What follows belongs to an exercise in optimizing a design on an open flow for small area; a production flow would make more cautious choices.
Function was checked by simulation only, so behaviour that the tests miss may differ from the original.
The flow treats the clock pin as an ideal source, which a real chip does not have.
Power figures rest on the tool's default switching activity, not on a simulated workload.

<file path="design/flow/config.mk">
export PLATFORM = sky130hd
export DESIGN_NAME = can_node
export DESIGN_NICKNAME = can_node
export VERILOG_FILES = /design/flow/design.v
export SDC_FILE = /design/flow/constraint.sdc
export NUM_CORES = 4
export LEC_CHECK = 0
export CAP_MARGIN = 20
export CORE_MARGIN = 2
export CORE_UTILIZATION = 75
export GPL_TIMING_DRIVEN = 0
export SLEW_MARGIN = 20
</file>
<file path="design/flow/constraint.sdc">
create_clock -name core_clock -period 7.0 [get_ports {clk}]
set_input_delay 1.4000 -clock core_clock [delete_from_list [all_inputs] [get_ports {clk}]]
set_output_delay 1.4000 -clock core_clock [all_outputs]
set_load 0.01 [all_outputs]
</file>
<file path="design/flow/design.v">
module can_node (
    input  wire        clk,
    input  wire        rst,
    input  wire        tx_sig,
    output wire        tx_can_tx,
    output wire        tx_rst_n,
    output wire        tx_led,
    output wire [14:0] tx_crc_reg,
    output wire [3:0]  tx_dlc,
    output wire [10:0] tx_id,
    output wire [3:0]  tx_current_state,
    output wire [15:0] tx_bit_counter,
    output wire [63:0] tx_data,
    output wire        tx_send_frame,
    output wire        tx_sending_frame,
    output wire        tx_idle,
    input  wire        rx_can_rx_buf,
    output wire        rx_SOF_detected,
    output wire        rx_receiving_frame,
    output wire        rx_can_rx,
    output wire [10:0] rx_id_rx,
    output wire [3:0]  rx_dlc_rx,
    output wire [63:0] rx_crc_rx,
    output wire [63:0] rx_data_rx,
    output wire [3:0]  rx_current_state,
    output wire [31:0] rx_state_ascii,
    output wire        rx_red,
    output wire        rx_green,
    output wire        rx_blue,
    output wire        rx_debug_led,
    output wire [15:0] rx_bit_counter,
    output wire        rx_frame_valid
);
    localparam [3:0] IDLE = 0, SOF = 1, ID_STATE = 2, RTR = 3, IDE = 4, R0 = 5,
                     DLC_STATE = 6, DATA_STATE = 7, CRC_STATE = 8, DEL1 = 9,
                     ACK_STATE = 10, DEL2 = 11, EOF_STATE = 12;
    localparam [63:0] DATA_C = 64'hAABBCCDDEEFF0001;
    reg       tx_sf_q;      
    reg       tx_idv;       
    reg [3:0] tx_st;
    reg [5:0] tx_bc;        
    reg       tx_stuck;
    assign tx_rst_n = tx_sf_q;
    assign tx_led = tx_sf_q;
    assign tx_send_frame = tx_sf_q;
    assign tx_data = tx_sf_q ? DATA_C : 64'd0;
    assign tx_id = {tx_idv, 9'd0, tx_idv};
    assign tx_dlc = {tx_idv, 3'd0};
    assign tx_crc_reg = 15'd0;
    assign tx_current_state = tx_st;
    wire tx_s_idle = (tx_st == IDLE);
    assign tx_sending_frame = ~tx_s_idle & ~tx_stuck;
    assign tx_idle = tx_s_idle & ~tx_stuck;
    always @(posedge clk) begin
        tx_sf_q <= ~rst & tx_sig;
        tx_idv <= ~rst & (tx_sig | tx_idv);
    end
    wire tx_s_id   = (tx_st == ID_STATE);
    wire tx_s_r0   = tx_st[2] & ~tx_st[1] & tx_st[0];
    wire tx_s_dlc  = tx_st[2] & tx_st[1] & ~tx_st[0];
    wire tx_s_data = tx_st[2] & tx_st[1] & tx_st[0];
    wire tx_s_crc  = (tx_st == CRC_STATE);
    wire tx_s_eof  = tx_st[3] & tx_st[2];
    wire tx_bc6 = tx_s_data & (tx_bc == 6'd0);
    assign tx_bit_counter = {9'd0, tx_bc6, tx_bc};
    wire tx_end_eof = tx_s_eof & tx_bc[2] & tx_bc[1];
    wire tx_end = (tx_s_id & tx_bc[3] & tx_bc[1] & tx_bc[0]) |
                  (tx_s_dlc & tx_bc[2]) |
                  tx_bc6 |
                  (tx_s_crc & (&tx_bc[3:0])) |
                  tx_end_eof;
    wire tx_wait = tx_s_id | tx_s_dlc | tx_s_data | tx_s_crc | tx_s_eof;
    wire tx_count = tx_wait | (tx_st == SOF) | tx_s_r0;
    wire tx_adv = ~tx_wait | (tx_end & (~tx_stuck | ~tx_s_id));
    wire tx_run = ~rst & tx_sf_q;
    wire tx_inc = tx_run & tx_count & ~tx_end;
    wire [5:0] tx_bc1 = tx_bc + 6'd1;
    always @(posedge clk) begin
        if (~tx_run)
            tx_st <= IDLE;
        else if (tx_adv)
            tx_st <= tx_s_eof ? IDLE : tx_st + 4'd1;
        tx_bc <= tx_inc ? tx_bc1 : {5'd0, tx_run & tx_s_dlc & tx_end};
        tx_stuck <= ~rst & (tx_stuck | (~tx_sf_q & ~tx_s_idle));
    end
    reg tx_bit;
    always @(*) begin
        case (tx_st)
            SOF:        tx_bit = tx_stuck;
            ID_STATE:   tx_bit = (tx_bc == 6'd1) | (tx_bc == 6'd11);
            DLC_STATE:  tx_bit = (tx_bc == 6'd1);
            DATA_STATE: tx_bit = DATA_C[6'd0 - tx_bc];
            RTR, IDE, R0, CRC_STATE, DEL1: tx_bit = 1'b0;
            default:    tx_bit = 1'b1;
        endcase
    end
    assign tx_can_tx = tx_bit;
    reg [3:0]  rx_st;
    reg [15:0] rx_bc;
    reg        rx_sof_q;
    reg        rx_done;      
    reg [14:0] rx_crc_q;
    reg [10:0] rx_id_q;
    reg [3:0]  rx_dlc_q;
    reg [63:0] rx_data_q;
    assign rx_id_rx = rx_id_q;
    assign rx_dlc_rx = rx_dlc_q;
    assign rx_data_rx = rx_data_q;
    assign rx_can_rx = rx_can_rx_buf;
    assign rx_current_state = rx_st;
    assign rx_bit_counter = rx_bc;
    assign rx_SOF_detected = rx_sof_q;
    wire rx_fv = rx_st[3] | rx_st[2] | rx_st[1] | rx_bc[0];
    assign rx_frame_valid = rx_fv;
    assign rx_receiving_frame = rx_sof_q | rx_done;
    assign rx_crc_rx = {49'd0, rx_crc_q};
    wire rx_late = rx_st[3] | (rx_st[2] & rx_st[1] & rx_st[0]);    
    assign rx_red = rx_late;
    assign rx_blue = rx_done & ~rx_late;
    assign rx_green = (rx_st[2] & rx_st[1] & rx_st[0]) | rx_blue;
    assign rx_debug_led = rx_done & ~rx_fv;
    assign rx_state_ascii[0] = (~rx_st[3] & ~rx_st[2] & ~rx_st[1]) | (~rx_st[3] & rx_st[2] & rx_st[1] & rx_st[0]) | (rx_st[3] & ~rx_st[1] & rx_st[0]);
    assign rx_state_ascii[1] = (rx_st[3] & rx_st[1] & rx_st[0]);
    assign rx_state_ascii[2] = (~rx_st[3] & ~rx_st[2] & ~rx_st[1]);
    assign rx_state_ascii[3] = 1'b0;
    assign rx_state_ascii[4] = (rx_st[3] & rx_st[0]);
    assign rx_state_ascii[5] = ~((~rx_st[3] & ~rx_st[2] & ~rx_st[1]) | (rx_st[2] & rx_st[1] & rx_st[0]));
    assign rx_state_ascii[6] = (~rx_st[3] & ~rx_st[2] & ~rx_st[1]) | (rx_st[2] & rx_st[1] & rx_st[0]);
    assign rx_state_ascii[7] = 1'b0;
    assign rx_state_ascii[8] = ~((~rx_st[3] & ~rx_st[2]) | (rx_st[3] & rx_st[2]) | (rx_st[0]));
    assign rx_state_ascii[9] = (~rx_st[3] & ~rx_st[2] & rx_st[0]) | (rx_st[3] & ~rx_st[0]) | (rx_st[2] & rx_st[1] & ~rx_st[0]);
    assign rx_state_ascii[10] = (~rx_st[3] & ~rx_st[1] & ~rx_st[0]) | (rx_st[3] & rx_st[2]) | (rx_st[3] & rx_st[0]) | (rx_st[2] & rx_st[1] & rx_st[0]);
    assign rx_state_ascii[11] = (~rx_st[3] & ~rx_st[2] & ~rx_st[1] & ~rx_st[0]) | (rx_st[3] & rx_st[1]) | (rx_st[3] & rx_st[0]);
    assign rx_state_ascii[12] = (~rx_st[3] & rx_st[1] & rx_st[0]);
    assign rx_state_ascii[13] = (~rx_st[3] & ~rx_st[2] & rx_st[1] & ~rx_st[0]) | (~rx_st[3] & ~rx_st[1] & rx_st[0]);
    assign rx_state_ascii[14] = (rx_st[3]) | (rx_st[2] & rx_st[1]) | (~rx_st[1] & ~rx_st[0]) | (rx_st[1] & rx_st[0]);
    assign rx_state_ascii[15] = 1'b0;
    assign rx_state_ascii[16] = (rx_st[3] & rx_st[2]) | (rx_st[3] & rx_st[1]) | (rx_st[3] & rx_st[0]) | (rx_st[2] & rx_st[1] & rx_st[0]);
    assign rx_state_ascii[17] = (rx_st[3] & ~rx_st[0]);
    assign rx_state_ascii[18] = ~((rx_st[3] & ~rx_st[2] & ~rx_st[0]) | (rx_st[2] & rx_st[0]));
    assign rx_state_ascii[19] = ~((~rx_st[3] & ~rx_st[1]) | (~rx_st[2]) | (rx_st[0]));
    assign rx_state_ascii[20] = (~rx_st[3] & ~rx_st[2] & rx_st[0]) | (~rx_st[3] & ~rx_st[1] & rx_st[0]) | (rx_st[3] & ~rx_st[2] & ~rx_st[1] & ~rx_st[0]);
    assign rx_state_ascii[21] = (~rx_st[3] & ~rx_st[1] & rx_st[0]);
    assign rx_state_ascii[22] = (rx_st[3]) | (rx_st[1]) | (~rx_st[0]);
    assign rx_state_ascii[23] = 1'b0;
    assign rx_state_ascii[24] = ~((rx_st[2] & rx_st[1]) | (rx_st[0]));
    assign rx_state_ascii[25] = (~rx_st[3] & ~rx_st[2] & rx_st[0]) | (~rx_st[3] & ~rx_st[1] & rx_st[0]) | (rx_st[3] & ~rx_st[2] & ~rx_st[1] & ~rx_st[0]);
    assign rx_state_ascii[26] = (rx_st[3] & rx_st[2]) | (rx_st[3] & rx_st[0]) | (rx_st[2] & rx_st[1]);
    assign rx_state_ascii[27] = ~((rx_st[3]) | (rx_st[2] & rx_st[1]) | (rx_st[0]));
    assign rx_state_ascii[28] = ~((rx_st[3]) | (rx_st[2] & rx_st[1]) | (~rx_st[0]));
    assign rx_state_ascii[29] = 1'b0;
    assign rx_state_ascii[30] = 1'b1;
    assign rx_state_ascii[31] = 1'b0;
    wire rx_s_idle = ~rx_st[3] & ~rx_st[2] & ~rx_st[1];
    wire rx_s_id   = (rx_st == ID_STATE);
    wire rx_s_dlc  = rx_st[2] & rx_st[1] & ~rx_st[0];
    wire rx_s_data = rx_st[2] & rx_st[1] & rx_st[0];
    wire rx_s_crc  = (rx_st == CRC_STATE);
    wire rx_s_eof  = rx_st[3] & rx_st[2];
    wire rx_dl_nz = rx_dlc_q[3] ? (rx_dlc_q[2:0] == 3'd0) : (rx_dlc_q[2:0] != 3'd0);
    wire [2:0] rx_dl3 = rx_dlc_q[3] ? 3'd0 : rx_dlc_q[2:0];    
    wire [5:0] rx_didx = {rx_dl3, 3'd0} - rx_bc[5:0];
    wire rx_d_wr = rx_s_data & (rx_dl_nz | (rx_bc == 16'd0));
    wire rx_end_data = rx_d_wr & (rx_didx == 6'd0);
    wire rx_end_dlc = rx_s_dlc & rx_bc[1] & rx_bc[0];
    wire rx_end_eof = rx_s_eof & rx_bc[2] & rx_bc[1];
    wire rx_end = (rx_s_id & rx_bc[3] & rx_bc[1]) | rx_end_dlc | rx_end_data |
                  (rx_s_crc & rx_bc[3] & rx_bc[2] & rx_bc[1]) | rx_end_eof;
    wire rx_wait = rx_s_id | rx_s_dlc | rx_s_data | rx_s_crc | rx_s_eof;
    wire rx_adv = (rx_s_idle & rx_sof_q) | (~rx_s_idle & ~rx_wait) | rx_end;
    wire rx_idle_cap = rx_s_idle & (rx_sof_q | rx_done) & ~rx_fv;
    wire rx_inc = ~rst & ((rx_wait & ~rx_end & (rx_can_rx_buf | ~rx_s_eof)) | rx_idle_cap);
    wire rx_hold = ~rst & ((rx_s_eof & ~rx_end & ~rx_can_rx_buf) | (rx_s_idle & ~rx_idle_cap));
    wire [15:0] rx_bc1 = rx_bc + 16'd1;
    always @(posedge clk) begin
        if (rst)
            rx_st <= IDLE;
        else if (rx_adv)
            rx_st <= rx_s_idle ? ID_STATE : rx_s_eof ? IDLE : rx_st + 4'd1;
        rx_bc <= ({16{rx_inc}} & rx_bc1) | {13'd0, {3{rx_hold}} & rx_bc[2:0]} |
                 {15'd0, ~rst & rx_end_dlc};
        rx_sof_q <= ~rst & ((rx_s_idle & ~rx_can_rx_buf) | (rx_sof_q & ~rx_end_eof));
        rx_done <= ~rst & (rx_done | rx_end_eof);
    end
    wire rx_eof_clr = rx_s_eof & rx_bc[2] & ~rx_bc[1] & ~rx_bc[0];
    wire rx_clr = rst | rx_eof_clr;
    wire rx_x_clr = rx_can_rx_buf & ~rx_clr;
    genvar g;
    wire [3:0] rx_bc_hi, rx_bc_lo;        
    generate
        for (g = 0; g < 4; g = g + 1) begin : g_pre
            assign rx_bc_hi[g] = (rx_bc[3:2] == g);
            assign rx_bc_lo[g] = (rx_bc[1:0] == g);
        end
    endgenerate
    wire [3:0] rx_id_hi = {4{rx_clr}} | ({4{rx_s_id}} & rx_bc_hi);
    wire [3:0] rx_id_lo = {4{rx_clr}} | rx_bc_lo;
    wire [3:0] rx_crc_hi = {4{rst}} | ({4{rx_s_crc}} & rx_bc_hi);
    wire [3:0] rx_crc_lo = rx_id_lo;
    wire [10:0] rx_id_en;
    assign rx_id_en[10] = rx_clr | rx_idle_cap;
    generate
        for (g = 0; g < 10; g = g + 1) begin : g_id
            assign rx_id_en[g] = rx_id_hi[(10 - g) / 4] & rx_id_lo[(10 - g) % 4];
        end
    endgenerate
    wire [3:0] rx_dlc_en;
    generate
        for (g = 0; g < 4; g = g + 1) begin : g_dlc
            assign rx_dlc_en[g] = (rx_clr | rx_s_dlc) & rx_id_lo[3 - g];
        end
    endgenerate
    wire [7:0] rx_d_hi, rx_d_lo;
    generate
        for (g = 0; g < 8; g = g + 1) begin : g_dpre
            assign rx_d_hi[g] = rst | (rx_d_wr & (rx_didx[5:3] == g));
            assign rx_d_lo[g] = rst | (rx_didx[2:0] == g);
        end
    endgenerate
    wire [63:0] rx_d_en;
    generate
        for (g = 0; g < 64; g = g + 1) begin : g_den
            assign rx_d_en[g] = rx_d_hi[g / 8] & rx_d_lo[g % 8];
        end
    endgenerate
    wire [14:0] rx_crc_en;
    generate
        for (g = 0; g < 15; g = g + 1) begin : g_crc
            assign rx_crc_en[g] = rx_crc_hi[g / 4] & rx_crc_lo[g % 4];
        end
    endgenerate
    integer i;
    always @(posedge clk) begin
        for (i = 0; i < 11; i = i + 1)
            if (rx_id_en[i]) rx_id_q[i] <= rx_x_clr;
        for (i = 0; i < 4; i = i + 1)
            if (rx_dlc_en[i]) rx_dlc_q[i] <= rx_x_clr;
        for (i = 0; i < 64; i = i + 1)
            if (rx_d_en[i]) rx_data_q[i] <= rx_x_clr;
        for (i = 0; i < 15; i = i + 1)
            if (rx_crc_en[i]) rx_crc_q[i] <= rx_x_clr;
    end
endmodule
</file>
<file path="design/flow/flow/run.sh">
#!/bin/bash
# Layout flow: the standard ORFS flow (standard.sh) with
#  * the standard synthesis's combinational logic re-mapped by ABC for area
#    (registers untouched: same instances, names and cell types): eight ABC
#    runs with different seeds, and the smallest result that Yosys proves
#    equivalent to the standard netlist is used (else the standard netlist),
#  * buf_1 port buffers,
#  * a clock tree of clkbuf_4 (about 8 flip-flops each), no dummy loads,
#  * the constant outputs buffered from a few shared tie cells,
#  * placement not timing-driven (the clock has slack to spare), so the
#    buffers it would add are not needed; the buffer removal it does first
#    is done by a hook.
# Logs: flow_make_synth.log / flow_make.log (make), flow_reabc_N.log and
# flow_eqcheck_N.log (Yosys), and each ORFS step's own log under orfs/logs/.
set -euo pipefail
here=$(pwd)
res=$here/orfs/results/$FLOW_PLATFORM/can_node/base
lib=$FLOW_HOME/platforms/$FLOW_PLATFORM/lib/sky130_fd_sc_hd__tt_025C_1v80.lib

bash standard.sh synth > flow_make_synth.log 2>&1
cp $res/1_2_yosys.v $here/flow_synth_standard.v

for n in 1 2 3 4 5 6 7 8; do
  ( REABC_LIB=$lib \
    REABC_IN=$here/flow_synth_standard.v \
    REABC_OUT=$here/flow_synth_reabc_$n.v \
    REABC_SCRIPT=$here/flow/reabc_$n.abc \
    REABC_STAT=$here/flow_reabc_stat_$n.txt \
      timeout 900 yosys -c $here/flow/reabc.tcl > flow_reabc_$n.log 2>&1 || true ) &
  # four at a time (the flow has four CPUs)
  if [[ $n == 4 ]]; then wait; fi
done
wait

# candidates, smallest first
cands=$(for n in 1 2 3 4 5 6 7 8; do
  a=$(grep -s "Chip area" $here/flow_reabc_stat_$n.txt | awk '{print $NF}')
  [[ -n "$a" && -s $here/flow_synth_reabc_$n.v ]] && echo "$a $n"
done | sort -g | awk '{print $2}')
echo "candidates (smallest first): $cands" > flow_reabc_choice.log
for n in $cands; do
  sed -e "s#@LIB@#$lib#" -e "s#@A@#$here/flow_synth_standard.v#" \
      -e "s#@B@#$here/flow_synth_reabc_$n.v#" -e "s#@TOP@#$FLOW_TOP#" \
      $here/flow/eqcheck.ys.in > $here/flow_eqcheck_$n.ys
  if timeout 900 yosys $here/flow_eqcheck_$n.ys > flow_eqcheck_$n.log 2>&1; then
    echo "using re-mapped netlist $n (proven equivalent)" >> flow_reabc_choice.log
    cp $here/flow_synth_reabc_$n.v $res/1_2_yosys.v
    rm -f $res/1_synth.odb
    break
  fi
  echo "netlist $n: equivalence not proven" >> flow_reabc_choice.log
done

export BUFFER_PORTS_ARGS="-buffer_cell sky130_fd_sc_hd__buf_1"
export CTS_ARGS="-sink_clustering_enable -repair_clock_nets -buf_list sky130_fd_sc_hd__${MY_CTS_BUF:-clkbuf_4} -dont_use_dummy_load"
export PRE_CTS_TCL=$here/flow/cts_pre.tcl
export POST_CTS_TCL=$here/flow/cts_post.tcl
export PRE_GLOBAL_PLACE_TCL=$here/flow/gpl_pre.tcl
export POST_GLOBAL_PLACE_TCL=$here/flow/ties.tcl
bash standard.sh > flow_make.log 2>&1
</file>
<file path="design/flow/flow/cts_post.tcl">
# POST_CTS hook: lift the fanout limit again before the constraints are
# saved, and give the clock buffers whose loads see the slowest clock edges
# (placement estimate above 100 ps) a stronger clkbuf_8.
set_max_fanout 10000 [current_design]
set_propagated_clock [all_clocks]
estimate_parasitics -placement
set upsized 0
foreach inst [get_cells *] {
  if {[get_property $inst ref_name] ne "sky130_fd_sc_hd__clkbuf_4"} continue
  set worst 0
  foreach opin [get_pins -of_objects $inst -filter "direction == output"] {
    foreach p [get_pins -of_objects [get_nets -of_objects $opin] -filter "direction == input"] {
      foreach e {rise fall} {
        set s [get_property $p slew_max_$e]
        if {$s > $worst} { set worst $s }
      }
    }
  }
  if {$worst > 0.100} {
    replace_cell $inst sky130_fd_sc_hd__clkbuf_8
    incr upsized
  }
}
puts "cts_post.tcl: $upsized clock buffers upsized to clkbuf_8"
if {$upsized} {
  detailed_placement
  estimate_parasitics -placement
}
</file>
<file path="design/flow/flow/cts_pre.tcl">
# PRE_CTS hook: a fanout limit makes the clock tree's H-tree use more,
# smaller leaf clusters (about 8 flip-flops per clkbuf_4)
set_max_fanout 12 [current_design]
</file>
<file path="design/flow/flow/eqcheck.ys.in">
read_liberty -ignore_miss_func @LIB@
read_verilog @A@
rename @TOP@ gold
read_verilog @B@
rename @TOP@ gate
proc
flatten gold gate
opt_clean
equiv_make gold gate equiv
hierarchy -top equiv
equiv_simple -seq 2
equiv_induct -seq 2
equiv_status -assert
</file>
<file path="design/flow/flow/gpl_pre.tcl">
remove_buffers
</file>
<file path="design/flow/flow/reabc.tcl">
# Re-map the standard synthesis's combinational logic for area.  The
# registers (and tie cells) are kept exactly as the standard synthesis made
# them: same instances, names and cell types.  Reads REABC_IN, writes
# REABC_OUT; REABC_LIB is the liberty file, REABC_SCRIPT the ABC script.
yosys -import
set lib $::env(REABC_LIB)
read_liberty -ignore_miss_func $lib
# sequential cells and tie cells stay black boxes
set fh [open $lib]
set cells {}
foreach {all c} [regexp -all -inline {cell \("(\w+)"\)} [read $fh]] { lappend cells $c }
close $fh
foreach m $cells {
  if {[regexp {__(df|edf|sdf|dl|sdl|conb)} $m]} { catch { setattr -mod -set blackbox 1 $m } }
}
read_verilog $::env(REABC_IN)
hierarchy -top $::env(FLOW_TOP)
setattr -set keep 1 t:sky130_fd_sc_hd__df* t:sky130_fd_sc_hd__edf* t:sky130_fd_sc_hd__conb*
flatten
hierarchy -top $::env(FLOW_TOP)
opt_clean -purge
set dont_use {}
foreach m $cells {
  if {[regexp {lpflow|probe} $m]} { lappend dont_use -dont_use $m }
}
abc -liberty $lib {*}$dont_use -script $::env(REABC_SCRIPT)
opt_clean -purge
splitnets
opt_clean -purge
insbuf -buf sky130_fd_sc_hd__buf_4 A X
hilomap -singleton -hicell sky130_fd_sc_hd__conb_1 HI -locell sky130_fd_sc_hd__conb_1 LO
tee -o $::env(REABC_STAT) stat -liberty $lib
check
write_verilog -noattr -nohex -nodec $::env(REABC_OUT)
</file>
<file path="design/flow/flow/reabc_1.abc">
&get -n
&st
&deepsyn -T 60 -S 1
&put
dch -f
amap
</file>
<file path="design/flow/flow/reabc_2.abc">
&get -n
&st
&deepsyn -T 60 -S 2
&put
dch -f
amap
</file>
<file path="design/flow/flow/reabc_3.abc">
&get -n
&st
&deepsyn -T 60 -S 3
&put
dch -f
amap
</file>
<file path="design/flow/flow/reabc_4.abc">
&get -n
&st
&deepsyn -T 60 -S 4
&put
dch -f
amap
</file>
<file path="design/flow/flow/reabc_5.abc">
&get -n
&st
&deepsyn -T 60 -S 5
&put
dch -f
amap
</file>
<file path="design/flow/flow/reabc_6.abc">
&get -n
&st
&deepsyn -T 60 -S 6
&put
dch -f
amap
</file>
<file path="design/flow/flow/reabc_7.abc">
&get -n
&st
&deepsyn -T 60 -S 7
&put
dch -f
amap
</file>
<file path="design/flow/flow/reabc_8.abc">
&get -n
&st
&deepsyn -T 60 -S 8
&put
dch -f
amap
</file>
<file path="design/flow/flow/ties.tcl">
# POST_GLOBAL_PLACE hook: the constant outputs.  The standard flow gives each
# constant output port its own tie cell and no buffer.  Here each such port
# gets a buf_1 port buffer instead (in the tie cell's place), and the buffers
# of up to TIE_GROUP neighbouring ports share one tie cell.
set tie_group 16
set block [ord::get_db_block]
set db [ord::get_db]
set buf_master [$db findMaster sky130_fd_sc_hd__buf_1]
set tie_master [$db findMaster sky130_fd_sc_hd__conb_1]
set die [$block getDieArea]
set W [expr {[$die xMax] - [$die xMin]}]
set H [expr {[$die yMax] - [$die yMin]}]

# constant output ports: port net driven by a conb_1 pin that drives nothing else
set consts {}
foreach bterm [$block getBTerms] {
  if {[$bterm getIoType] ne "OUTPUT"} continue
  set net [$bterm getNet]
  if {$net eq "NULL" || [$net getSigType] ne "SIGNAL"} continue
  set its [$net getITerms]
  if {[llength $its] != 1 || [llength [$net getBTerms]] != 1} continue
  set it [lindex $its 0]
  set inst [$it getInst]
  if {[[$inst getMaster] getName] ne "sky130_fd_sc_hd__conb_1"} continue
  set bb [$bterm getBBox]
  set x [expr {([$bb xMin] + [$bb xMax]) / 2}]
  set y [expr {([$bb yMin] + [$bb yMax]) / 2}]
  # position along the die's edge, counter-clockwise from the lower left
  if {$y <= [$die yMin] + 1000} {
    set t $x
  } elseif {$x >= [$die xMax] - 1000} {
    set t [expr {$W + $y}]
  } elseif {$y >= [$die yMax] - 1000} {
    set t [expr {$W + $H + ($W - $x)}]
  } else {
    set t [expr {2 * $W + $H + ($H - $y)}]
  }
  lappend consts [list $t [[$it getMTerm] getName] $bterm $net $inst]
}
puts "ties.tcl: [llength $consts] constant output ports"

set n_tie 0
set n_buf 0
foreach value {LO HI} {
  set ports {}
  foreach c [lsort -integer -index 0 $consts] {
    if {[lindex $c 1] eq $value} { lappend ports $c }
  }
  set ngroups [expr {([llength $ports] + $tie_group - 1) / $tie_group}]
  for {set g 0} {$g < $ngroups} {incr g} {
    # spread the ports evenly over the groups
    set lo [expr {$g * [llength $ports] / $ngroups}]
    set hi [expr {($g + 1) * [llength $ports] / $ngroups - 1}]
    set tnet [odb::dbNet_create $block "tie_${value}_net_$g"]
    set tie [odb::dbInst_create $block $tie_master "tie_${value}_$g"]
    [$tie findITerm $value] connect $tnet
    set sx 0
    set sy 0
    set k 0
    foreach c [lrange $ports $lo $hi] {
      lassign $c t v bterm net old
      lassign [$old getLocation] ox oy
      [$old findITerm $value] disconnect
      odb::dbInst_destroy $old
      set b [odb::dbInst_create $block $buf_master "tiebuf_${value}_${g}_$k"]
      [$b findITerm A] connect $tnet
      [$b findITerm X] connect $net
      $b setLocation $ox $oy
      $b setPlacementStatus PLACED
      set sx [expr {$sx + $ox}]
      set sy [expr {$sy + $oy}]
      incr k
      incr n_buf
    }
    $tie setLocation [expr {$sx / $k}] [expr {$sy / $k}]
    $tie setPlacementStatus PLACED
    incr n_tie
  }
}
puts "ties.tcl: $n_buf port buffers on $n_tie shared tie cells"
</file>
<file path="design/flow/standard.sh">
#!/bin/bash
# synth_recipe.tcl (not shown) runs the flow's synth.tcl, then flattens the netlist and writes it again
# the make line also repeats each setting of config.mk as NAME=value (left out here)
make -C /OpenROAD-flow-scripts/flow DESIGN_CONFIG=/design/flow/config.mk WORK_HOME=/design/flow/orfs CLKGATE_MAP_FILE= SYNTH_SCRIPT=/design/flow/synth_recipe.tcl "${@:-finish}"
</file>
==> flow_summary_export.csv, run 1 <==
group,metric,value,unit
status,status,"finished clean",
layout,drive_above_1_share,0.0277,
global_routing,grt_pass1_vias,4548,
pwr,p_sw_frac,0.363,
layout,nFillCells,621,
floorplan,start_util,0.773,
synth,synth_area,6740,µm²
pwr,cellLeakagePower,2.32,nW
pwr,pwr-share-seq,0.513,
global_routing,grt_overflow,0,
cts,clk_pin_slew,0.09,ns
timing,final.period_utilization,0.563,
layout,diodes,0,
floorplan,core_area,8720,µm²
worst_setup_path,cp_max_fo,7,
pwr,p_comb_frac,0.293,
worst_setup_path,crit_path_start_kind,"flop",
floorplan,rows,34,
cts,cts_tree,"built",
timing,timing.fmax,254,MHz
global_routing,antenna_found_initial,0,
timing,finalSetupViolations,0,
floorplan,die_h,98.8,µm
route,wl_per_cell,16.5,µm
flow_run,maxCapViolCount,0,
route,postRouteAntennaNets,0,
timing,finalHoldViolCount,0,
synth,yosys_warnings,1,
cts,cts_sinks,129,
timing,finClkSkew,0.0234,ns
worst_setup_path,arrival,2.54,ns
global_routing,grt_use_total,0.312,
route,finalWirelength,16000,µm
timing,rsz0062_at_grt,"no",
synth,postSynthCellCount,711,
global_routing,grt_max_degree,48,
pwr,power.internal,1.16,mW
timing,drv_slew,0,
pwr,power_frac_clock,0.194,
layout,nNetsFinal,872,
placement,place_hpwl,12100,µm
synth,syn_area_per_cell,9.49,µm²
route,vias_per_cell,5.43,
timing,worst_pin_slew,1.06,ns
worst_setup_path,r2r_slack,3.30,ns
pwr,p_per_area,266,nW/µm²
layout,fin_cells,974,
timing,tns,0,ns
worst_setup_path,cp-end-kind,"output port",
timing,fin_crit,3.94,ns
worst_setup_path,required,5.60,ns
route,drt_iter0_drc,408,
placement,dp_cells,957,
route,drcViolationCount,0,
route,vias,5285,
pwr,ir_drop,173,µV
route,drt-pass1-iter-count,6,
timing,relSlewSlack,0.295,
placement,port_buffers,205,
layout,area_growth,1.80,%
floorplan,dieArea,9770,µm²
floorplan,ios,327,
pwr,p_switching,0.664,mW
worst_hold_path,hp-class,"reg2reg",
worst_setup_path,critical_path_class,"reg2out",
cts,clock_latency,0.40,ns
floorplan,die_w,98.8,µm
global_routing,grt_pass1_wl,23500,µm
worst paths after layout:
check,cells after the start,from,to
max,10,rx_st[2],rx_state_ascii[10]
min,2,rx_bc[9],rx_bc[9]
max reg2reg,18,rx_bc[1],rx_bc[15]
min reg2reg,2,rx_bc[9],rx_bc[9]
area by class of cell, without the clock buffers:
| class | instances | area (µm²) | area share |
|---|---|---|---|
| timing repair buffer | 207 | 818 | 0.119 |
| buffer | 121 | 454 | 0.0662 |
| tap | 108 | 135 | 0.0197 |
| multi-input combinational | 339 | 1600 | 0.232 |
| inverter | 53 | 199 | 0.0290 |
| sequential | 129 | 3520 | 0.513 |
power by group through the flow:
stage               sequential (mW)  clock [mW]  combinational, mW
floorplan                     0.966           0              0.385
global placement              0.952           0              0.487
detailed placement            0.953           0              0.527
global route                  0.945       0.380              0.584
finish                        0.937       0.354              0.536
cells in the final DEF (no fill, tap or decap), drive strengths merged, types with 2 or more instances in the layout:
cell    instances
clkbuf         17
nor2b           2
edfxtp         94
a21oi          18
nor4            2
nor3           16
nand2          28
buf           328
or2             3
clkinv         53
or3             2
o21ai          37
o21a            3
nor2          169
o22ai           8
o31ai           3
and2            2
a211oi         13
nand3           2
o21bai          2
conb            9
a31oi           9
o32ai           3
dfxtp          35
metrics by stage:
stage	utilization	hold WS (ns)	worst slack [ns]	instance area, µm²	total power [mW]
2_1_floorplan	-	0.443	1.86	7190	1.35
3_3_place_gp	0.759	0.465	-0.491	6620	1.44
3_5_place_dp	0.770	0.480	3.26	6720	1.48
5_1_grt	0.787	0.526	2.88	6870	1.91
6_report	0.787	0.501	3.06	6870	1.83
registers in the layout (all words and copies together) (netlist names), 4 cells and up:
register,count
rx_data_q,64
rx_bc,16
rx_crc_q,15
rx_id_q,11
tx_bc,6
rx_dlc_q,4
rx_st,4
tx_st,4
critical path: stages (launching register included):
cell and delay (ns):
dfxtp_1 0.45, clkinv_1 0.24, nor2_1 0.35, nand2_1 0.13
clkinv_1 0.12, nor2_1 0.06, clkinv_1 0.09, nor2_1 0.05
or2_0 0.27, a21oi_1 0.16, buf_1 0.22
layer usage:
layer / share of wire / vias to the layer above / routed length [µm] / global-route usage
met4: 0.017 / 0 / 277 / 0.104
met3: 0.11 / 22 / 1830 / 0.0730
met5: 0 / - / 0 / 0
met1: 0.36 / 2397 / 5780 / 0.395
li1: - / 2497 / - / -
met2: 0.51 / 369 / 8150 / 0.532
==> run 2: changes to the inputs <==
--- a/design/flow/flow/cts_post.tcl
+++ b/design/flow/flow/cts_post.tcl
@@ -1,6 +1,6 @@
 # POST_CTS hook: lift the fanout limit again before the constraints are
 # saved, and give the clock buffers whose loads see the slowest clock edges
-# (placement estimate above 100 ps) a stronger clkbuf_8.
+# (placement estimate above 105 ps) a stronger clkbuf_8.
 set_max_fanout 10000 [current_design]
 set_propagated_clock [all_clocks]
 estimate_parasitics -placement
@@ -16,7 +16,7 @@
       }
     }
   }
-  if {$worst > 0.100} {
+  if {$worst > 0.105} {
     replace_cell $inst sky130_fd_sc_hd__clkbuf_8
     incr upsized
   }
--- a/design/flow/flow/ties.tcl
+++ b/design/flow/flow/ties.tcl
@@ -1,8 +1,8 @@
 # POST_GLOBAL_PLACE hook: the constant outputs.  The standard flow gives each
 # constant output port its own tie cell and no buffer.  Here each such port
 # gets a buf_1 port buffer instead (in the tie cell's place), and the buffers
-# of up to TIE_GROUP neighbouring ports share one tie cell.
-set tie_group 16
+# of up to tie_group neighbouring ports share one tie cell.
+set tie_group 40
 set block [ord::get_db_block]
 set db [ord::get_db]
 set buf_master [$db findMaster sky130_fd_sc_hd__buf_1]
--- a/design/flow/config.mk
+++ b/design/flow/config.mk
@@ -5,8 +5,8 @@
 export SDC_FILE = /design/flow/constraint.sdc
 export NUM_CORES = 4
 export LEC_CHECK = 0
-export CAP_MARGIN = 20
+export CAP_MARGIN = 0
 export CORE_MARGIN = 2
 export CORE_UTILIZATION = 75
 export GPL_TIMING_DRIVEN = 0
-export SLEW_MARGIN = 20
+export SLEW_MARGIN = 0
==> run 2 against run 1 <==
Via count up 0.36%; cell count down 0.62%; largest cell class unchanged; sequential share of layout area up 0.54 points; synthesized cell count unchanged; still clean on timing, DRC and antenna.
==> flow_summary_export.csv, run 2 <==
group,metric,value,unit
status,status,"finished clean",
global_routing,grt_overflow,0,
synth,synth_area,6740,µm²
layout,final_common_cell,"buf_1",
cts,clk_pin_slew,0.09,ns
pwr,p_sw_frac,0.360,
global_routing,grt_pass1_vias,4595,
timing,drv_slew,0,
placement,port_buffers,205,
global_routing,grt_max_degree,49,
global_routing,grt_pass1_wl,23500,µm
layout,largest_register_ffs,64,
floorplan,dieArea,9770,µm²
timing,worst_pin_slew,1.30,ns
synth,postSynthCellCount,711,
timing,postLayoutSetupSlackWorst,3.01,ns
placement,place_hpwl,12000,µm
route,vias_per_cell,5.48,
global_routing,antenna_found_initial,0,
timing,timing.fmax,250,MHz
floorplan,die_w,98.8,µm
worst_setup_path,r2r_slack,3.30,ns
layout,drive_above_1_share,0.0233,
timing,finalSetupViolations,0,
worst_setup_path,reg2reg_depth,18,
pwr,p_switching,0.650,mW
timing,final.period_utilization,0.570,
worst_setup_path,crit_path_start_kind,"flop",
route,postRouteAntennaNets,0,
timing,timing.hold.ws,0.499,ns
route,finalWirelength,16000,µm
pwr,power.internal,1.15,mW
placement,dp_slack,2.19,ns
floorplan,die_h,98.8,µm
route,drcViolationCount,0,
worst_setup_path,cp_max_fo,10,
layout,diodes,0,
floorplan,rows,34,
global_routing,grt_use_total,0.311,
route,wl_per_cell,16.6,µm
cts,clock_latency,0.40,ns
floorplan,core_area,8720,µm²
worst_setup_path,reg2reg_from,"rx_bc[0]",
floorplan,start_util,0.773,
timing,relSlewSlack,0.132,
route,vias,5304,
worst_hold_path,holdPathEnd,"rx_done",
worst_setup_path,r2r-end,"rx_bc[15]",
layout,reg_top3,"rx_data_q (64), rx_bc (16), rx_crc_q (15)",
timing,rsz0062_at_grt,"no",
pwr,cellLeakagePower,2.28,nW
cts,cts_sinks,129,
worst_setup_path,cp-end-kind,"output port",
worst_setup_path,critical_path_class,"reg2out",
worst_hold_path,hold_start,"rx_done",
route,drt_iter0_drc,409,
layout,nFillCells,635,
worst_hold_path,hold-path-cell-count,2,
flow_run,maxCapViolCount,0,
layout,regMostFlops,"rx_data_q",
route,drt-pass1-iter-count,7,
synth,syn_area_per_cell,9.49,µm²
layout,final_cell_mix,"buf_1 (325), nor2_1 (168), edfxtp_1 (94), clkinv_1 (53), o21ai_0 (36)",
cts,cts_tree,"built",
pwr,p_comb_frac,0.293,
worst_setup_path,arrival,2.59,ns
timing,finalHoldViolCount,0,
layout,nNetsFinal,866,
timing,finClkSkew,0.0191,ns
floorplan,ios,327,
worst_setup_path,required,5.60,ns
worst_hold_path,hp-class,"reg2reg",
pwr,ir_drop,178,µV
synth,yosys_warnings,1,
pwr,power_frac_clock,0.188,
pwr,pwr-share-seq,0.518,
timing,fin_crit,3.99,ns
pwr,p_per_area,266,nW/µm²
layout,area_growth,0.742,%
==> run 2: final cells by class, without the clock buffers <==
type                       instances  area (µm²)  share of cell area
tap                              108         135              0.0199
inverter                          53         199              0.0293
sequential                       129        3520               0.519
timing repair buffer             206         791               0.116
multi-input combinational        334        1560               0.229
buffer                           121         454              0.0669
==> run 2: per-layer routing <==
metal | GRT usage | vias to the layer above | share of wire
met5 | 0 | - | 0
met4 | 0.0748 | 0 | 0.015
met3 | 0.0752 | 26 | 0.11
met2 | 0.544 | 350 | 0.51
met1 | 0.393 | 2440 | 0.36
li1 | - | 2488 | -
==> run 2: critical path: stages (launching register included) <==
cell and delay [ns]:
dfxtp_1 0.44, clkinv_1 0.27, nor4_1 0.95, or2_0 0.31, a21oi_1 0.08, buf_1 0.16
==> run 2: worst max-delay path by stage <==
| stage | start | end | slack, ns | cells after the start |
|---|---|---|---|---|
| after floorplan | rst | rx_crc_q[0] | 1.86 | 3 |
| after global placement | rst | rx_data_q[22] | -0.49 | 4 |
| after detailed placement | rst | rx_data_q[19] | 2.19 | 5 |
| after global routing | rx_st[3] | rx_state_ascii[10] | 2.76 | 5 |
| final | rx_st[3] | rx_state_ascii[10] | 3.01 | 5 |
==> run 2: power groups by stage <==
stage / Combinational, mW / Sequential [mW] / Clock (mW)
6_report: 0.529 / 0.935 / 0.340
5_1_grt: 0.577 / 0.943 / 0.371
3_5_place_dp: 0.521 / 0.952 / 0
3_3_place_gp: 0.487 / 0.952 / 0
2_1_floorplan: 0.385 / 0.966 / 0
==> run 2: metrics by stage <==
stage / util / area, µm² / setup TNS, ns / power [mW] / cells
finish: 0.779 / 6790 / 0 / 1.80 / 968
global route: 0.779 / 6790 / 0 / 1.89 / 968
detailed placement: 0.764 / 6660 / 0 / 1.47 / 951
global placement: 0.759 / 6620 / -45.95 / 1.44 / 946
floorplan: - / 7190 / 0 / 1.35 / 830
==> run 3: changes to the inputs <==
--- a/design/flow/design.v
+++ b/design/flow/design.v
@@ -177,7 +177,8 @@
             rx_st <= IDLE;
         else if (rx_adv)
             rx_st <= rx_s_idle ? ID_STATE : rx_s_eof ? IDLE : rx_st + 4'd1;
-        rx_bc <= ({16{rx_inc}} & rx_bc1) | {13'd0, {3{rx_hold}} & rx_bc[2:0]} |
+        rx_bc <= {{9{~rst}} & rx_bc1[15:7], {7{rx_inc}} & rx_bc1[6:0]} |
+                 {13'd0, {3{rx_hold}} & rx_bc[2:0]} |
                  {15'd0, ~rst & rx_end_dlc};
         rx_sof_q <= ~rst & ((rx_s_idle & ~rx_can_rx_buf) | (rx_sof_q & ~rx_end_eof));
         rx_done <= ~rst & (rx_done | rx_end_eof);
@@ -214,7 +215,7 @@
     generate
         for (g = 0; g < 8; g = g + 1) begin : g_dpre
             assign rx_d_hi[g] = rst | (rx_d_wr & (rx_didx[5:3] == g));
-            assign rx_d_lo[g] = rst | (rx_didx[2:0] == g);
+            assign rx_d_lo[g] = (rst | (rx_bc[2] == ((((8 - g) % 8) >> 2) & 1))) & rx_id_lo[((8 - g) % 8) & 3];
         end
     endgenerate
     wire [63:0] rx_d_en;
--- a/design/flow/flow/run.sh
+++ b/design/flow/flow/run.sh
@@ -1,8 +1,9 @@
 #!/bin/bash
 # Layout flow: the standard ORFS flow (standard.sh) with
 #  * the standard synthesis's combinational logic re-mapped by ABC for area
-#    (registers untouched: same instances, names and cell types): eight ABC
-#    runs with different seeds, and the smallest result that Yosys proves
+#    (registers untouched: same instances, names and cell types): sixteen ABC
+#    runs (deep synthesis with different seeds and pre-passes), and the
+#    smallest result that Yosys proves
 #    equivalent to the standard netlist is used (else the standard netlist),
 #  * buf_1 port buffers,
 #  * a clock tree of clkbuf_4 (about 8 flip-flops each), no dummy loads,
@@ -20,7 +21,7 @@
 bash standard.sh synth > flow_make_synth.log 2>&1
 cp $res/1_2_yosys.v $here/flow_synth_standard.v
 
-for n in 1 2 3 4 5 6 7 8; do
+for n in $(seq 1 16); do
   ( REABC_LIB=$lib \
     REABC_IN=$here/flow_synth_standard.v \
     REABC_OUT=$here/flow_synth_reabc_$n.v \
@@ -28,12 +29,12 @@
     REABC_STAT=$here/flow_reabc_stat_$n.txt \
       timeout 900 yosys -c $here/flow/reabc.tcl > flow_reabc_$n.log 2>&1 || true ) &
   # four at a time (the flow has four CPUs)
-  if [[ $n == 4 ]]; then wait; fi
+  if (( n % 4 == 0 )); then wait; fi
 done
 wait
 
 # candidates, smallest first
-cands=$(for n in 1 2 3 4 5 6 7 8; do
+cands=$(for n in $(seq 1 16); do
   a=$(grep -s "Chip area" $here/flow_reabc_stat_$n.txt | awk '{print $NF}')
   [[ -n "$a" && -s $here/flow_synth_reabc_$n.v ]] && echo "$a $n"
 done | sort -g | awk '{print $2}')
==> design/flow/flow/reabc_10.abc (new file) <==
&get -n
&st
&synch2
&deepsyn -T 60 -S 2
&put
dch -f
amap
==> design/flow/flow/reabc_11.abc (new file) <==
&get -n
&st
&synch2
&deepsyn -T 60 -S 3
&put
dch -f
amap
==> design/flow/flow/reabc_12.abc (new file) <==
&get -n
&st
&synch2
&deepsyn -T 60 -S 4
&put
dch -f
amap
==> design/flow/flow/reabc_13.abc (new file) <==
&get -n
&st
&syn3
&deepsyn -T 60 -S 1
&put
dch -f
amap
==> design/flow/flow/reabc_14.abc (new file) <==
&get -n
&st
&syn3
&deepsyn -T 60 -S 2
&put
dch -f
amap
==> design/flow/flow/reabc_15.abc (new file) <==
&get -n
&st
&syn3
&deepsyn -T 60 -S 3
&put
dch -f
amap
==> design/flow/flow/reabc_16.abc (new file) <==
&get -n
&st
&syn3
&deepsyn -T 60 -S 4
&put
dch -f
amap
==> design/flow/flow/reabc_9.abc (new file) <==
&get -n
&st
&synch2
&deepsyn -T 60 -S 1
&put
dch -f
amap
--- a/design/flow/config.mk
+++ b/design/flow/config.mk
@@ -5,8 +5,8 @@
 export SDC_FILE = /design/flow/constraint.sdc
 export NUM_CORES = 4
 export LEC_CHECK = 0
-export CAP_MARGIN = 0
+export CAP_MARGIN = 10
 export CORE_MARGIN = 2
 export CORE_UTILIZATION = 75
 export GPL_TIMING_DRIVEN = 0
-export SLEW_MARGIN = 0
+export SLEW_MARGIN = 10
==> run 3 against run 2 <==
Clock skew up 0.0048 ns; wire length down 4.8%; critical path depth up 14; die area down 0.40%; area after synthesis down 0.43%; largest cell class unchanged; largest power group unchanged; highest routed layer unchanged.
==> flow_summary_export.csv, run 3 <==
group,metric,value,unit
status,status,"finished clean",
pwr,cellLeakagePower,2.24,nW
worst_setup_path,cp_max_fo,8,
pwr,p_total,1.54,mW
global_routing,grt_overflow,0,
floorplan,dieArea,9730,µm²
layout,multiInputGateArea,1550,µm²
layout,nFillCells,637,
timing,finClkSkew,0.0239,ns
pwr,p_per_area,227,nW/µm²
worst_setup_path,cp-end-kind,"flop",
layout,final_cell_mix,"buf_1 (325), nor2_1 (174), edfxtp_1 (94), clkinv_1 (47), dfxtp_1 (35)",
worst_setup_path,crit_path_start_kind,"flop",
placement,place_hpwl,11600,µm
global_routing,use_met2,0.495,
timing,tns,0,ns
global_routing,grt_pass1_vias,4426,
worst_setup_path,arrival,4.39,ns
timing,timing.fmax,241,MHz
synth,synth_area,6720,µm²
global_routing,grt-busiest-layer,"met2",
layout,drive_above_1_share,0.0235,
synth,syn_area_per_cell,9.55,µm²
global_routing,grt_pass1_wl,23300,µm
route,vias_per_cell,5.40,
timing,final.period_utilization,0.592,
route,drt-pass1-iter-count,6,
layout,regMostFlops,"rx_data_q",
worst_setup_path,critical_path_class,"reg2reg",
floorplan,die_w,98.6,µm
route,drcViolationCount,0,
worst_setup_path,r2r_slack,2.85,ns
pwr,ir_drop,140,µV
worst_setup_path,critical_path.startpoint,"rx_bc[0]",
route,postRouteAntennaNets,0,
layout,area_growth,0.838,%
worst_setup_path,endpoint,"rx_bc[2]",
timing,finalHoldViolCount,0,
placement,dp_cells,943,
global_routing,grt_max_degree,54,
layout,final_util,0.776,
route,vias,5187,
worst_setup_path,reg2reg_depth,19,
layout,final_common_cell,"buf_1",
route,finalWirelength,15300,µm
global_routing,gr-usage-met3,0.0574,
floorplan,ios,327,
layout,largest_register_ffs,64,
synth,yosys_warnings,1,
worst_hold_path,hp-class,"reg2reg",
flow_run,maxCapViolCount,0,
placement,port_buffers,205,
cts,cts_sinks,129,
floorplan,rows,34,
worst_setup_path,reg2reg_from,"rx_bc[0]",
timing,rsz0062_at_grt,"no",
timing,relSlewSlack,0.261,
global_routing,grt_use_total,0.305,
synth,postSynthCellCount,703,
floorplan,start_util,0.770,
timing,worst_pin_slew,1.10,ns
global_routing,antenna_found_initial,0,
global_routing,grtUsageMet1,0.416,
floorplan,core_area,8720,µm²
floorplan,die_h,98.6,µm
timing,finalSetupViolations,0,
timing,fin_crit,4.15,ns
layout,nNetsFinal,858,
layout,seqCellArea,3520,µm²
cts,clk_pin_slew,0.09,ns
route,wl_per_cell,15.9,µm
worst_setup_path,required,7.24,ns
worst_setup_path,r2r-end,"rx_bc[2]",
cts,cts_tree,"built",
timing,drv_slew,0,
route,drt_iter0_drc,372,
layout,diodes,0,
layout,reg_top3,"rx_data_q (64), rx_bc (16), rx_crc_q (15)",
layout,fin_cells,960,
cts,clock_latency,0.40,ns
## run 3: cell types whose count changed in the layout (fill, tap and decap cells not counted), moves of 3 or more
cell      before  now
o21ai_0       36   22
clkinv_1      53   47
nor2_1       168  174
o22ai_1        8   12
nor2b_1        2    5
or2_0          3    6
## run 3: worst min-delay path by stage
stage | startpoint | endpoint | slack [ns] | depth (start not counted)
floorplan | rx_bc[14] | rx_bc[14] | 0.44 | 2
global placement | rx_bc[8] | rx_bc[8] | 0.46 | 2
detailed placement | rx_done | rx_done | 0.47 | 2
global route | rx_bc[14] | rx_bc[14] | 0.51 | 2
finish | rx_bc[8] | rx_bc[8] | 0.49 | 2
## run 3: worst max-delay path, stage by stage, from the launching register on
cell and delay [ns]:
dfxtp_1 0.34, clkinv_1 0.15, nand2_1 0.13, nor2_1 0.23, clkinv_1 0.15, nor2_1 0.27, o22ai_1 0.15, o21ai_0 0.28
nor2_1 0.08, a21oi_1 0.16, nand2_1 0.06, o21ai_0 0.14, clkinv_1 0.15, nor2_1 0.24, nand3_1 0.20, a22oi_1 0.22
a31o_1 0.18, a211oi_1 0.08, o21ai_0 0.58, o22ai_1 0.18
## run 3: routing by layer
metal | share of wire | routed length, µm
met5 | 0 | 0
met3 | 0.10 | 1530
met1 | 0.39 | 5900
met2 | 0.50 | 7570
met4 | 0.018 | 274
## run 3: per-stage QoR
step                      area (µm²)  hold slack (ns)  worst slack [ns]
after global routing            6770            0.515              2.58
after global placement          6590            0.462            -0.424
after floorplan                 7160            0.444              2.04
after detailed placement        6630            0.470              2.84
final                           6770            0.488              2.85
## run 3: power by group
part           internal, mW  total, mW  switching, mW
sequential            0.867      0.889         0.0219
clock                 0.125      0.346          0.221
combinational        0.0811      0.305          0.224
## run 3: area by class of cell, without the clock buffers
cell class | instances | share of cell area
tap | 108 | 0.0200
sequential | 129 | 0.520
inverter | 47 | 0.0261
buffer | 121 | 0.0671
timing repair buffer | 206 | 0.117
multi-input combinational | 332 | 0.229

## static timing again, ports no longer ideal
The results above use ideal ports. As a check the final layouts listed here were re-extracted and re-timed, cells and wires unchanged. Step 1 (the two cells are an assumption about what drives the block):
set clk [get_ports {clk}]
set_driving_cell -lib_cell sky130_fd_sc_hd__clkbuf_16 $clk
set_driving_cell -lib_cell sky130_fd_sc_hd__buf_2 [delete_from_list [all_inputs] $clk]
Step 2 times the ports against the registers' clock, not the clock port: input delays grow and output delays shrink by t, the midpoint of the rising clock arrivals with the driver on. Three values: ideal ports, drivers, drivers and shift; two values: the first two.
run | shift t [ns] | slack for setup (ns) | hold WS [ns] | worst setup path at the end | worst data-port slew with drivers (ns)
run 1 | 0.418 | 3.062 / 3.030 / 3.201 | 0.501 / 0.501 / 0.501 | input to register | 0.04
run 2 | 0.416 | 3.007 / 2.977 / 2.741 | 0.499 / 0.499 / 0.499 | input to register | 0.05
run 3 | 0.414 | 2.855 / 2.855 / 2.778 | 0.488 / 0.488 / 0.488 | input to register | 0.03
After both steps setup and hold are still met in every run listed. The setup slack of run 2, which loses most, moves by -0.030 ns with the drivers and by -0.266 ns with both steps.
